Background: an optimization exercise with open tools, aiming at small area and a short achievable clock period. Do not read the settings as production practice.
At most, simulation tests tie the RTL to the original design; equivalence was not proved.
Power and IR drop assume default switching activity.

==> run M: inputs <==
==> flow/design.v (excerpt) <==
module PE_Array #(
    parameter DATA_WIDTH = 8,
    parameter ARRAY_SIZE = 4,
    parameter DIAG_NUM = 2 * ARRAY_SIZE - 1,
    parameter SUM_WIDTH = 32
)(
    input [ARRAY_SIZE*DATA_WIDTH-1:0] ifm_in,
    input [ARRAY_SIZE*DATA_WIDTH-1:0] w_in,
    input clk,
    input rst_n,
    input [DIAG_NUM-1:0] done,
    output [ARRAY_SIZE*DATA_WIDTH-1:0] ifm_pass,
    output [ARRAY_SIZE*DATA_WIDTH-1:0] w_pass,
    output [ARRAY_SIZE*ARRAY_SIZE*SUM_WIDTH-1:0] psum_out
);
clock: 7.0 ns
lec_check: 0
cap_margin: 20
core_margin: 2
core_utilization: 40
cts_buf_list: sky130_fd_sc_hd__clkbuf_4 sky130_fd_sc_hd__clkbuf_8
setup_slack_margin: 2.5
slew_margin: 20
standard.sh (not shown) runs the stock make flow with config.mk's settings and CLKGATE_MAP_FILE= SYNTH_SCRIPT=/design/flow/synth_recipe.tcl, a recipe that flattens the netlist after the stock synthesis.
==> flow/flow/run.sh <==
#!/bin/bash
# Own layout flow:
#  1. the standard synthesis, unchanged;
#  2. flow/polarity.py removes inverters from the synthesised netlist by
#     flipping full adders (self-dual) and swapping gates for their
#     complementary twins; registers and ports are untouched;
#  3. the standard ORFS layout, with the port buffers made from the smallest
#     plain buffer (buffer_ports would otherwise pick the 10 um2
#     clkdlybuf4s50_1 delay cell) and clock tree synthesis with larger sink
#     clusters and no dummy loads.
set -euo pipefail
bash standard.sh synth > synth.log 2>&1
R=orfs/results/sky130hd/PE_Array/base
cp $R/1_2_yosys.v $R/1_2_yosys_standard.v
python3 flow/polarity.py $R/1_2_yosys_standard.v $R/1_2_yosys.v > polarity.log 2>&1
rm -f $R/1_synth.odb $R/1_synth.sdc
bash standard.sh "BUFFER_PORTS_ARGS=-buffer_cell sky130_fd_sc_hd__buf_1" \
  "CTS_ARGS=-sink_clustering_enable -repair_clock_nets -sink_clustering_size 30 -sink_clustering_max_diameter 80 -buf_list {sky130_fd_sc_hd__clkbuf_8 sky130_fd_sc_hd__clkbuf_16} -dont_use_dummy_load" \
  finish > layout.log 2>&1
==> flow/flow/polarity.py <==
#!/usr/bin/env python3
"""Remove inverters from a flat Yosys netlist by choosing output polarities.

Usage: polarity.py IN.v OUT.v

A full adder is self-dual: complementing its three inputs complements its sum
and carry.  So each full adder may be "flipped" (same cell, inputs and
outputs read complemented), and each and2/nand2 (or2/nor2, xor2/xnor2) may be
swapped for its complement.  Given the inverters of the netlist, this picks
the flips that need the fewest inverters (by area) with a local search, then
rewrites the netlist: every driver feeds its loads directly or through one
new inverter.  Registers, ports and every other cell are left as they are;
a driver whose inverter chain reaches a port keeps its chain untouched.
"""
import re, sys, os, json, math, collections, random

src = open(sys.argv[1]).read()
mod_start = src.index("module ")
first = re.search(r"^\s*sky130_fd_sc_hd__\w+\s+\S+\s*\(", src, re.M)
header = src[:first.start()]
end = src.rindex("endmodule")
body = src[first.start():end]

inst = []
for m in re.finditer(r"^\s*(sky130_fd_sc_hd__\w+)\s+(\S+)\s*\((.*?)\);", body, re.S | re.M):
    pins = [(p, n.strip()) for p, n in re.findall(r"\.(\w+)\(([^()]*)\)", m.group(3))]
    inst.append([m.group(1), m.group(2), pins])

ports = set()
for m in re.finditer(r"^\s*(input|output)\s+(\[[^\]]*\]\s*)?(\S+);", header, re.M):
    ports.add(m.group(3))
def is_port(net):
    return re.sub(r"\s*\[\d+\]$", "", net) in ports

OUTP = {"X", "Y", "Q", "Q_N", "SUM", "COUT", "HI", "LO"}
drv = {}
loads = collections.defaultdict(list)
for i, (c, nm, pins) in enumerate(inst):
    for p, n in pins:
        if p in OUTP:
            drv[n] = (i, p)
        else:
            loads[n].append((i, p))

def isinv(i):
    return re.match(r"sky130_fd_sc_hd__(inv|clkinv)_\d+$", inst[i][0]) is not None
def isfa(i):
    return re.match(r"sky130_fd_sc_hd__fa_\d+$", inst[i][0]) is not None
# complementary cell pairs (same inputs, complemented output): cell -> [twin, out pin, twin's out pin, area change]
SWAP = json.load(open(os.path.join(os.path.dirname(os.path.abspath(__file__)), "swap.json")))
INV = 3.7536

# roots: nets driven by a non-inverter cell, or input ports feeding cells
roots = {}
for n, (i, p) in drv.items():
    if not isinv(i):
        roots[n] = (i, p)
for n in loads:
    if n not in drv:
        roots[n] = (None, None)      # input port or constant

sinks = {}        # root net -> [(inst, pin, parity)]
chain_to_port = set()
used_inv = set()
def walk(net, par, out, invs):
    if is_port(net) and par is not None and net not in roots:
        out.append(("PORT", net, par))
    for (j, p) in loads.get(net, []):
        if isinv(j):
            invs.append(j)
            ynet = dict(inst[j][2])["Y"]
            walk(ynet, par ^ 1, out, invs)
        else:
            out.append((j, p, par))
for n in roots:
    out, invs = [], []
    walk(n, 0, out, invs)
    if any(s[0] == "PORT" for s in out) or is_port(n):
        chain_to_port.add(n)
        continue
    sinks[n] = out
    used_inv.update(invs)

fixed_cells = set()
for n in chain_to_port:
    i, p = roots[n]
    if i is not None:
        fixed_cells.add(i)
cand = [i for i in range(len(inst))
        if i not in fixed_cells and (isfa(i) or inst[i][0] in SWAP)]
flip = collections.defaultdict(int)

def fin(j):
    """inversion a flipped cell applies to its inputs (full adders only)"""
    return flip[j] if (j != "PORT" and isfa(j)) else 0

def root_cost(n):
    i, p = roots[n]
    fd = flip[i] if i is not None else 0
    return INV if any((par ^ fd ^ fin(j)) for j, q, par in sinks[n]) else 0.0
def cell_cost(i):
    return SWAP[inst[i][0]][3] if (flip[i] and inst[i][0] in SWAP) else 0.0

touch = collections.defaultdict(set)
for n, lst in sinks.items():
    i, p = roots[n]
    if i is not None:
        touch[i].add(n)
    for j, q, par in lst:
        touch[j].add(n)

before = sum(root_cost(n) for n in sinks)
random.seed(1)
for rnd in range(20):
    changed = False
    order = cand[:]
    random.shuffle(order)
    for i in order:
        b = sum(root_cost(n) for n in touch[i]) + cell_cost(i)
        flip[i] ^= 1
        a = sum(root_cost(n) for n in touch[i]) + cell_cost(i)
        if a < b - 1e-9:
            changed = True
        else:
            flip[i] ^= 1
    if not changed:
        break
cur = sum(root_cost(n) for n in sinks) + sum(cell_cost(i) for i in cand)
best, best_flip = cur, dict(flip)
steps = int(os.environ.get("POL_STEPS", "400000"))
for k in range(steps):
    T = 3.0 * (0.01 / 3.0) ** (k / steps)
    i = cand[random.randrange(len(cand))]
    b = sum(root_cost(n) for n in touch[i]) + cell_cost(i)
    flip[i] ^= 1
    a = sum(root_cost(n) for n in touch[i]) + cell_cost(i)
    d = a - b
    if d <= 0 or random.random() < math.exp(-d / T):
        cur += d
        if cur < best - 1e-9:
            best, best_flip = cur, dict(flip)
    else:
        flip[i] ^= 1
flip = collections.defaultdict(int, best_flip)
after = sum(root_cost(n) for n in sinks) + sum(cell_cost(i) for i in cand)
ninv_before = len(used_inv)

# rewrite
drop = set(used_inv)
newwires = []
conn = {}          # (inst, pin) -> net
ninv_after = 0
newinst = []
for n, lst in sinks.items():
    i, p = roots[n]
    fd = flip[i] if i is not None else 0
    inv_net = None
    for j, q, par in lst:
        need = par ^ fd ^ fin(j)
        if need:
            if inv_net is None:
                inv_net = f"_pol{len(newwires)}_"
                newwires.append(inv_net)
                newinst.append(["sky130_fd_sc_hd__inv_1", f"_polinv{len(newwires)}_",
                                [("A", n), ("Y", inv_net)]])
                ninv_after += 1
            conn[(j, q)] = inv_net
        else:
            conn[(j, q)] = n

def fmt(n):
    return n + " " if n.startswith("\\") else n

out = [header]
for w in newwires:
    out.append(f"  wire {w};\n")
for i, (c, nm, pins) in enumerate(inst):
    if i in drop:
        continue
    if flip[i] and c in SWAP:
        nc, po, pn, _ = SWAP[c]
        pins = [(pn if p == po else p, n) for p, n in pins]
        c = nc
    pins = [(p, conn.get((i, p), n)) for p, n in pins]
    out.append(f"  {c} {nm} (\n" + ",\n".join(f"    .{p}({fmt(n)})" for p, n in pins) + "\n  );\n")
for c, nm, pins in newinst:
    out.append(f"  {c} {nm} (\n" + ",\n".join(f"    .{p}({fmt(n)})" for p, n in pins) + "\n  );\n")
out.append(src[end:])
open(sys.argv[2], "w").write("".join(out))
nfl = sum(1 for i in cand if flip[i])
print(f"polarity: inverters {ninv_before} -> {ninv_after}, flipped {nfl} of {len(cand)} cells, "
      f"model cost {before:.1f} -> {after:.1f} um2")
Other scripts of this flow, unchanged in this note and not shown: flow/flow/swap.json
==> run R: changes against run M <==
--- a/flow/design.v
+++ b/flow/design.v
@@ -10,21 +10,24 @@
 );
     reg [7:0]  ifm_pass_r;
     reg [7:0]  w_pass_r;
     assign ifm_pass = ifm_pass_r;
     assign w_pass = w_pass_r;
     reg [15:0] lo_a;    
-    reg [9:0] lo_b;    
-    reg [0:0] cy;    
+    reg [10:0] lo_b;    
+    reg [4:1] c;    
     reg [15:0] hi;
     wire [15:0] ra = {lo_a[15], lo_a[14], lo_a[13], lo_a[12], lo_a[11], lo_a[10], lo_a[9], lo_a[8], lo_a[7], lo_a[6], lo_a[5], lo_a[4], lo_a[3], lo_a[2], lo_a[1], lo_a[0]};
-    wire [15:0] rb = {lo_b[9], 1'b0, 1'b0, lo_b[8], lo_b[7], lo_b[6], lo_b[5], lo_b[4], lo_b[3], lo_b[2], 1'b0, lo_b[1], lo_b[0], 1'b0, 1'b0, 1'b0};
-    wire [15:0] lo0 = ra[15:0] + rb[15:0];
-    wire [15:0] lo = {lo0};
+    wire [15:0] rb = {lo_b[10], lo_b[9], 1'b0, lo_b[8], lo_b[7], lo_b[6], lo_b[5], lo_b[4], lo_b[3], lo_b[2], 1'b0, lo_b[1], lo_b[0], 1'b0, 1'b0, 1'b0};
+    wire [3:0] lo0 = ra[3:0] + rb[3:0];
+    wire [3:0] lo1 = ra[7:4] + rb[7:4] + {3'd0, c[1]};
+    wire [3:0] lo2 = ra[11:8] + rb[11:8] + {3'd0, c[2]};
+    wire [3:0] lo3 = ra[15:12] + rb[15:12] + {3'd0, c[3]};
+    wire [15:0] lo = {lo3, lo2, lo1, lo0};
     wire [15:0] hi_inc = hi + 16'd1;
-    wire [15:0] p_hi = cy[0] ? hi_inc : hi;
+    wire [15:0] p_hi = c[4] ? hi_inc : hi;
     assign psum_out = {p_hi, lo};
     wire [15:0] acc = lo & {16{~done}};
     wire [15:0] acc_hi = p_hi & {16{~done}};
     wire pp0_0 = w_in[0] & ifm_in[0];
     wire pp0_1 = w_in[0] & ifm_in[1];
     wire pp0_2 = w_in[0] & ifm_in[2];
@@ -102,14 +105,14 @@
     wire hs2 = hc1 ^ ts2;
     wire hc2 = hc1 & ts2;
     wire ts3 = pp0_3 ^ pp1_2 ^ pp2_1;
     wire tc3 = (pp0_3 & pp1_2) | (pp0_3 & pp2_1) | (pp1_2 & pp2_1);
     wire ts4 = pp3_0 ^ tc1 ^ ts3;
     wire tc4 = (pp3_0 & tc1) | (pp3_0 & ts3) | (tc1 & ts3);
-    wire ts5 = ts4 ^ acc[3] ^ tc2;
-    wire tc5 = (ts4 & acc[3]) | (ts4 & tc2) | (acc[3] & tc2);
+    wire ts5 = acc[3] ^ ts4 ^ tc2;
+    wire tc5 = (acc[3] & ts4) | (acc[3] & tc2) | (ts4 & tc2);
     wire ts6 = pp0_4 ^ pp1_3 ^ pp2_2;
     wire tc6 = (pp0_4 & pp1_3) | (pp0_4 & pp2_2) | (pp1_3 & pp2_2);
     wire ts7 = pp3_1 ^ pp4_0 ^ tc3;
     wire tc7 = (pp3_1 & pp4_0) | (pp3_1 & tc3) | (pp4_0 & tc3);
     wire ts8 = ts6 ^ tc4 ^ ts7;
     wire tc8 = (ts6 & tc4) | (ts6 & ts7) | (tc4 & ts7);
@@ -118,40 +121,40 @@
     wire ts9 = pp0_5 ^ pp1_4 ^ pp2_3;
     wire tc9 = (pp0_5 & pp1_4) | (pp0_5 & pp2_3) | (pp1_4 & pp2_3);
     wire ts10 = pp3_2 ^ pp4_1 ^ pp5_0;
     wire tc10 = (pp3_2 & pp4_1) | (pp3_2 & pp5_0) | (pp4_1 & pp5_0);
     wire ts11 = tc6 ^ ts10 ^ ts9;
     wire tc11 = (tc6 & ts10) | (tc6 & ts9) | (ts10 & ts9);
-    wire ts12 = tc7 ^ ts11 ^ acc[5];
-    wire tc12 = (tc7 & ts11) | (tc7 & acc[5]) | (ts11 & acc[5]);
+    wire ts12 = tc7 ^ acc[5] ^ ts11;
+    wire tc12 = (tc7 & acc[5]) | (tc7 & ts11) | (acc[5] & ts11);
     wire ts13 = tc8 ^ ts12 ^ hc3;
     wire tc13 = (tc8 & ts12) | (tc8 & hc3) | (ts12 & hc3);
     wire ts14 = pp0_6 ^ pp1_5 ^ pp2_4;
     wire tc14 = (pp0_6 & pp1_5) | (pp0_6 & pp2_4) | (pp1_5 & pp2_4);
     wire ts15 = pp3_3 ^ pp4_2 ^ pp5_1;
     wire tc15 = (pp3_3 & pp4_2) | (pp3_3 & pp5_1) | (pp4_2 & pp5_1);
     wire ts16 = pp6_0 ^ tc10 ^ tc9;
     wire tc16 = (pp6_0 & tc10) | (pp6_0 & tc9) | (tc10 & tc9);
     wire ts17 = ts14 ^ ts15 ^ tc11;
     wire tc17 = (ts14 & ts15) | (ts14 & tc11) | (ts15 & tc11);
-    wire ts18 = ts16 ^ acc[6] ^ ts17;
-    wire tc18 = (ts16 & acc[6]) | (ts16 & ts17) | (acc[6] & ts17);
-    wire hs4 = tc12 ^ ts18;
-    wire hc4 = tc12 & ts18;
+    wire ts18 = ts16 ^ acc[6] ^ tc12;
+    wire tc18 = (ts16 & acc[6]) | (ts16 & tc12) | (acc[6] & tc12);
+    wire hs4 = ts17 ^ ts18;
+    wire hc4 = ts17 & ts18;
     wire ts19 = pp0_7 ^ pp1_6 ^ pp2_5;
     wire tc19 = (pp0_7 & pp1_6) | (pp0_7 & pp2_5) | (pp1_6 & pp2_5);
     wire ts20 = pp3_4 ^ pp4_3 ^ pp5_2;
     wire tc20 = (pp3_4 & pp4_3) | (pp3_4 & pp5_2) | (pp4_3 & pp5_2);
     wire ts21 = pp6_1 ^ pp7_0 ^ tc14;
     wire tc21 = (pp6_1 & pp7_0) | (pp6_1 & tc14) | (pp7_0 & tc14);
     wire ts22 = tc15 ^ ts19 ^ ts20;
     wire tc22 = (tc15 & ts19) | (tc15 & ts20) | (ts19 & ts20);
-    wire ts23 = tc16 ^ ts21 ^ ts22;
-    wire tc23 = (tc16 & ts21) | (tc16 & ts22) | (ts21 & ts22);
-    wire ts24 = acc[7] ^ tc17 ^ ts23;
-    wire tc24 = (acc[7] & tc17) | (acc[7] & ts23) | (tc17 & ts23);
+    wire ts23 = tc16 ^ ts21 ^ acc[7];
+    wire tc23 = (tc16 & ts21) | (tc16 & acc[7]) | (ts21 & acc[7]);
+    wire ts24 = ts22 ^ tc17 ^ ts23;
+    wire tc24 = (ts22 & tc17) | (ts22 & ts23) | (tc17 & ts23);
     wire hs5 = tc18 ^ ts24;
     wire hc5 = tc18 & ts24;
     wire ts25 = pp1_7 ^ pp2_6 ^ pp3_5;
     wire tc25 = (pp1_7 & pp2_6) | (pp1_7 & pp3_5) | (pp2_6 & pp3_5);
     wire ts26 = pp4_4 ^ pp5_3 ^ pp6_2;
     wire tc26 = (pp4_4 & pp5_3) | (pp4_4 & pp6_2) | (pp5_3 & pp6_2);
@@ -168,18 +171,18 @@
     wire ts31 = pp2_7 ^ pp3_6 ^ pp4_5;
     wire tc31 = (pp2_7 & pp3_6) | (pp2_7 & pp4_5) | (pp3_6 & pp4_5);
     wire ts32 = pp5_4 ^ pp6_3 ^ pp7_2;
     wire tc32 = (pp5_4 & pp6_3) | (pp5_4 & pp7_2) | (pp6_3 & pp7_2);
     wire ts33 = tc25 ^ tc26 ^ ts31;
     wire tc33 = (tc25 & tc26) | (tc25 & ts31) | (tc26 & ts31);
-    wire ts34 = ts32 ^ tc27 ^ ts33;
-    wire tc34 = (ts32 & tc27) | (ts32 & ts33) | (tc27 & ts33);
-    wire ts35 = acc[9] ^ tc28 ^ ts34;
-    wire tc35 = (acc[9] & tc28) | (acc[9] & ts34) | (tc28 & ts34);
-    wire ts36 = tc29 ^ ts35 ^ tc30;
-    wire tc36 = (tc29 & ts35) | (tc29 & tc30) | (ts35 & tc30);
+    wire ts34 = ts32 ^ tc27 ^ acc[9];
+    wire tc34 = (ts32 & tc27) | (ts32 & acc[9]) | (tc27 & acc[9]);
+    wire ts35 = ts33 ^ tc28 ^ tc29;
+    wire tc35 = (ts33 & tc28) | (ts33 & tc29) | (tc28 & tc29);
+    wire ts36 = ts34 ^ tc30 ^ ts35;
+    wire tc36 = (ts34 & tc30) | (ts34 & ts35) | (tc30 & ts35);
     wire ts37 = pp3_7 ^ pp4_6 ^ pp5_5;
     wire tc37 = (pp3_7 & pp4_6) | (pp3_7 & pp5_5) | (pp4_6 & pp5_5);
     wire ts38 = pp6_4 ^ pp7_3 ^ tc31;
     wire tc38 = (pp6_4 & pp7_3) | (pp6_4 & tc31) | (pp7_3 & tc31);
     wire ts39 = tc32 ^ ts37 ^ tc33;
     wire tc39 = (tc32 & ts37) | (tc32 & tc33) | (ts37 & tc33);
@@ -188,53 +191,60 @@
     wire ts41 = ts39 ^ tc35 ^ ts40;
     wire tc41 = (ts39 & tc35) | (ts39 & ts40) | (tc35 & ts40);
     wire ts42 = pp4_7 ^ pp5_6 ^ pp6_5;
     wire tc42 = (pp4_7 & pp5_6) | (pp4_7 & pp6_5) | (pp5_6 & pp6_5);
     wire ts43 = pp7_4 ^ tc37 ^ ts42;
     wire tc43 = (pp7_4 & tc37) | (pp7_4 & ts42) | (tc37 & ts42);
-    wire ts44 = tc38 ^ ts43 ^ acc[11];
-    wire tc44 = (tc38 & ts43) | (tc38 & acc[11]) | (ts43 & acc[11]);
+    wire ts44 = tc38 ^ acc[11] ^ ts43;
+    wire tc44 = (tc38 & acc[11]) | (tc38 & ts43) | (acc[11] & ts43);
     wire ts45 = tc39 ^ ts44 ^ tc40;
     wire tc45 = (tc39 & ts44) | (tc39 & tc40) | (ts44 & tc40);
     wire ts46 = pp5_7 ^ pp6_6 ^ pp7_5;
     wire tc46 = (pp5_7 & pp6_6) | (pp5_7 & pp7_5) | (pp6_6 & pp7_5);
     wire ts47 = tc42 ^ ts46 ^ tc43;
     wire tc47 = (tc42 & ts46) | (tc42 & tc43) | (ts46 & tc43);
-    wire ts48 = acc[12] ^ ts47 ^ tc44;
-    wire tc48 = (acc[12] & ts47) | (acc[12] & tc44) | (ts47 & tc44);
+    wire ts48 = acc[12] ^ tc44 ^ ts47;
+    wire tc48 = (acc[12] & tc44) | (acc[12] & ts47) | (tc44 & ts47);
     wire ts49 = pp6_7 ^ pp7_6 ^ tc46;
     wire tc49 = (pp6_7 & pp7_6) | (pp6_7 & tc46) | (pp7_6 & tc46);
     wire ts50 = ts49 ^ acc[13] ^ tc47;
     wire tc50 = (ts49 & acc[13]) | (ts49 & tc47) | (acc[13] & tc47);
-    wire hs7 = ts50 ^ tc48;
-    wire hc7 = ts50 & tc48;
+    wire hs7 = tc48 ^ ts50;
+    wire hc7 = tc48 & ts50;
     wire ts51 = pp7_7 ^ tc49 ^ acc[14];
     wire tc51 = (pp7_7 & tc49) | (pp7_7 & acc[14]) | (tc49 & acc[14]);
     wire hs8 = ts51 ^ tc50;
     wire hc8 = ts51 & tc50;
-    wire hs9 = hs8 ^ hc7;
-    wire hc9 = hs8 & hc7;
-    wire ts52 = acc[15] ^ tc51 ^ hc8;
-    wire tc52 = (acc[15] & tc51) | (acc[15] & hc8) | (tc51 & hc8);
-    wire [15:0] ta = {hc9, hs9, hs7, ts48, tc41, ts41, hc6, hc5, hc4, tc13, ts13, hs3, hc2, hs2, hs1, hs0};
-    wire [15:0] tb = {ts52, 1'b0, 1'b0, tc45, ts45, tc36, ts36, hs6, hs5, hs4, 1'b0, tc5, ts5, 1'b0, 1'b0, 1'b0};
-    wire [16:0] tsum16 = {1'b0, ta[15:0]} + {1'b0, tb[15:0]};
+    wire hs9 = acc[15] ^ tc51;
+    wire hc9 = acc[15] & tc51;
+    wire [15:0] ta = {hs9, hs8, hs7, ts48, ts45, tc36, hc6, hc5, hc4, tc13, ts13, hs3, hc2, hs2, hs1, hs0};
+    wire [15:0] tb = {hc8, hc7, 1'b0, tc45, tc41, ts41, ts36, hs6, hs5, hs4, 1'b0, tc5, ts5, 1'b0, 1'b0, 1'b0};
+    wire [4:0] gsum0 = {1'b0, ta[3:0]} + {1'b0, tb[3:0]};
+    wire [4:0] gsum1 = {1'b0, ta[7:4]} + {1'b0, tb[7:4]};
+    wire [4:0] gsum2 = {1'b0, ta[11:8]} + {1'b0, tb[11:8]};
+    wire [4:0] gsum3 = {1'b0, ta[15:12]} + {1'b0, tb[15:12]};
+    wire [4:0] tc;
+    assign tc[0] = 1'b0;
+    assign tc[1] = gsum0[4] | ((&(ta[3:0] ^ tb[3:0])) & tc[0]);
+    assign tc[2] = gsum1[4] | ((&(ta[7:4] ^ tb[7:4])) & tc[1]);
+    assign tc[3] = gsum2[4] | ((&(ta[11:8] ^ tb[11:8])) & tc[2]);
+    assign tc[4] = (gsum3[4] | hc9) | ((&(ta[15:12] ^ tb[15:12])) & tc[3]);
     always @(posedge clk or negedge rst_n) begin
         if (!rst_n) begin
             ifm_pass_r <= 8'd0;
             w_pass_r <= 8'd0;
             lo_a <= 0;
             lo_b <= 0;
-            cy <= 0;
+            c <= 0;
             hi <= 16'd0;
         end else begin
             ifm_pass_r <= ifm_in;
             w_pass_r <= w_in;
-            lo_a <= {hc9, hs9, hs7, ts48, tc41, ts41, hc6, hc5, hc4, tc13, ts13, hs3, hc2, hs2, hs1, hs0};
-            lo_b <= {ts52, tc45, ts45, tc36, ts36, hs6, hs5, hs4, tc5, ts5};
-            cy <= {(tsum16[16] | tc52)};
+            lo_a <= {hs9, hs8, hs7, ts48, ts45, tc36, hc6, hc5, hc4, tc13, ts13, hs3, hc2, hs2, hs1, hs0};
+            lo_b <= {hc8, hc7, tc45, tc41, ts41, ts36, hs6, hs5, hs4, tc5, ts5};
+            c <= tc[4:1];
             hi <= acc_hi;
         end
     end
 endmodule
 module PE_Array #(
     parameter DATA_WIDTH = 8,
--- a/flow/flow/polarity.py
+++ b/flow/flow/polarity.py
@@ -124,13 +124,13 @@
         else:
             flip[i] ^= 1
     if not changed:
         break
 cur = sum(root_cost(n) for n in sinks) + sum(cell_cost(i) for i in cand)
 best, best_flip = cur, dict(flip)
-steps = int(os.environ.get("POL_STEPS", "400000"))
+steps = int(os.environ.get("POL_STEPS", "2000000"))
 for k in range(steps):
     T = 3.0 * (0.01 / 3.0) ** (k / steps)
     i = cand[random.randrange(len(cand))]
     b = sum(root_cost(n) for n in touch[i]) + cell_cost(i)
     flip[i] ^= 1
     a = sum(root_cost(n) for n in touch[i]) + cell_cost(i)
==> flow/config.mk (replaced) <==
export PLATFORM = sky130hd
export DESIGN_NAME = PE_Array
export DESIGN_NICKNAME = PE_Array
export VERILOG_FILES = /design/flow/design.v
export SDC_FILE = /design/flow/constraint.sdc
export NUM_CORES = 4
export LEC_CHECK = 0
export CAP_MARGIN = 20
export CORE_MARGIN = 2
export CORE_UTILIZATION = 60
export CTS_BUF_LIST = sky130_fd_sc_hd__clkbuf_4 sky130_fd_sc_hd__clkbuf_8
export SETUP_SLACK_MARGIN = 2.9
export SLEW_MARGIN = 20
==> run D: changes against run M <==
--- a/flow/config.mk
+++ b/flow/config.mk
@@ -6,8 +6,8 @@
 export NUM_CORES = 4
 export LEC_CHECK = 0
 export CAP_MARGIN = 20
 export CORE_MARGIN = 2
 export CORE_UTILIZATION = 40
 export CTS_BUF_LIST = sky130_fd_sc_hd__clkbuf_4 sky130_fd_sc_hd__clkbuf_8
-export SETUP_SLACK_MARGIN = 2.5
+export SETUP_SLACK_MARGIN = 0.2
 export SLEW_MARGIN = 20
==> run notes <==
In run M the die area is higher than in run R, by about 50%.
Run R finished with timing, DRC and antenna clean. Run M finished clean. Run D completed without violations.
Clock-buffer cell count: run D > run M > run R.
In run D the global-route usage is lower than in run M, by 0.062 points.
In run M the sequential power is smaller than in run R, by about 6.4%.
Between run M and run R, the lower wire length is in run R (gap 6.2%, measured against run R).
The lowest sequential share of layout area belongs to run M, the highest to run R.
Utilization: run D < run M < run R.
The highest clock skew belongs to run R, the lowest to run D.
==> figures <==
quantity                                                                             run M          run D          run R
Total non-filler cell area in the finished layout                             75,400 sq um   73,900 sq um   76,600 sq um
Cell with the largest stage delay on the worst path                                   fa_1           fa_1       o211ai_1
Worst reg-to-reg setup slack                                                       2590 ps        2080 ps        2740 ps
Post-layout utilization of the core                                                  45.2%          44.3%          69.0%
Proportion of cell area occupied by multi-input gates                                56.3%          56.5%          53.7%
Overall die area                                                             171,000 sq um  171,000 sq um  115,000 sq um
Non-clock inverter count                                                               286            286            483
First-pass GRT wire length                                                      273,000 um     272,000 um     260,000 um
Psw                                                                                13.0 mW        12.8 mW        13.3 mW
P_comb                                                                             17.6 mW        16.9 mW        18.6 mW
Result of the run                                                 timing/DRC/antenna clean  timing/DRC/antenna clean  timing/DRC/antenna clean
Clock Power                                                                        3.86 mW        3.93 mW        3.21 mW
Multi-input combinational cell count                                                 4,359          4,359          4,107
All-Layer GR Usage                                                                   20.5%          20.5%          28.9%
Clock edge transition at the registers on the reported setup and hold paths          70 ps          90 ps         100 ps
Leakage power total                                                                35.0 nW        34.5 nW        36.2 nW
Sequential cell fraction of total power                                              25.7%          26.3%          26.7%
The RTL of run R was laid out without a check of its function.

port drivers added, routing unchanged:
Ports are ideal in the flow. The routed layouts listed here were re-timed in OpenROAD. Step 1 sets driving cells, clkbuf_16 on the clock port and buf_2 on the other inputs (assumed; they add their load-dependent delay and slew). Step 2 adds t to the input delays and takes it off the output delays; t is the mean of the earliest and latest rising clock arrival at the registers after step 1. Input paths then give back, and output paths get back, about the clock's delay inside the block. Three values: no drivers, after step 1, after step 2; two values: the first two.
| run | shift t [ns] | setup slack, ns | slew at the worst register clock pin (ns) | worst data-port slew with drivers (ns) |
|---|---|---|---|---|
| run M | 0.765 | 2.467 / 2.486 / 1.721 | 0.11 / 0.11 | 0.12 |
| run R | 0.733 | 2.742 / 2.742 / 2.044 | 0.11 / 0.11 | 0.15 |
| run D | 0.750 | 2.024 / 2.080 / 1.331 | 0.10 / 0.10 | 0.08 |
After both steps setup and hold are still met in every run listed. The setup slack of run M, which loses most, moves by +0.019 ns with the drivers and by -0.746 ns with both steps.
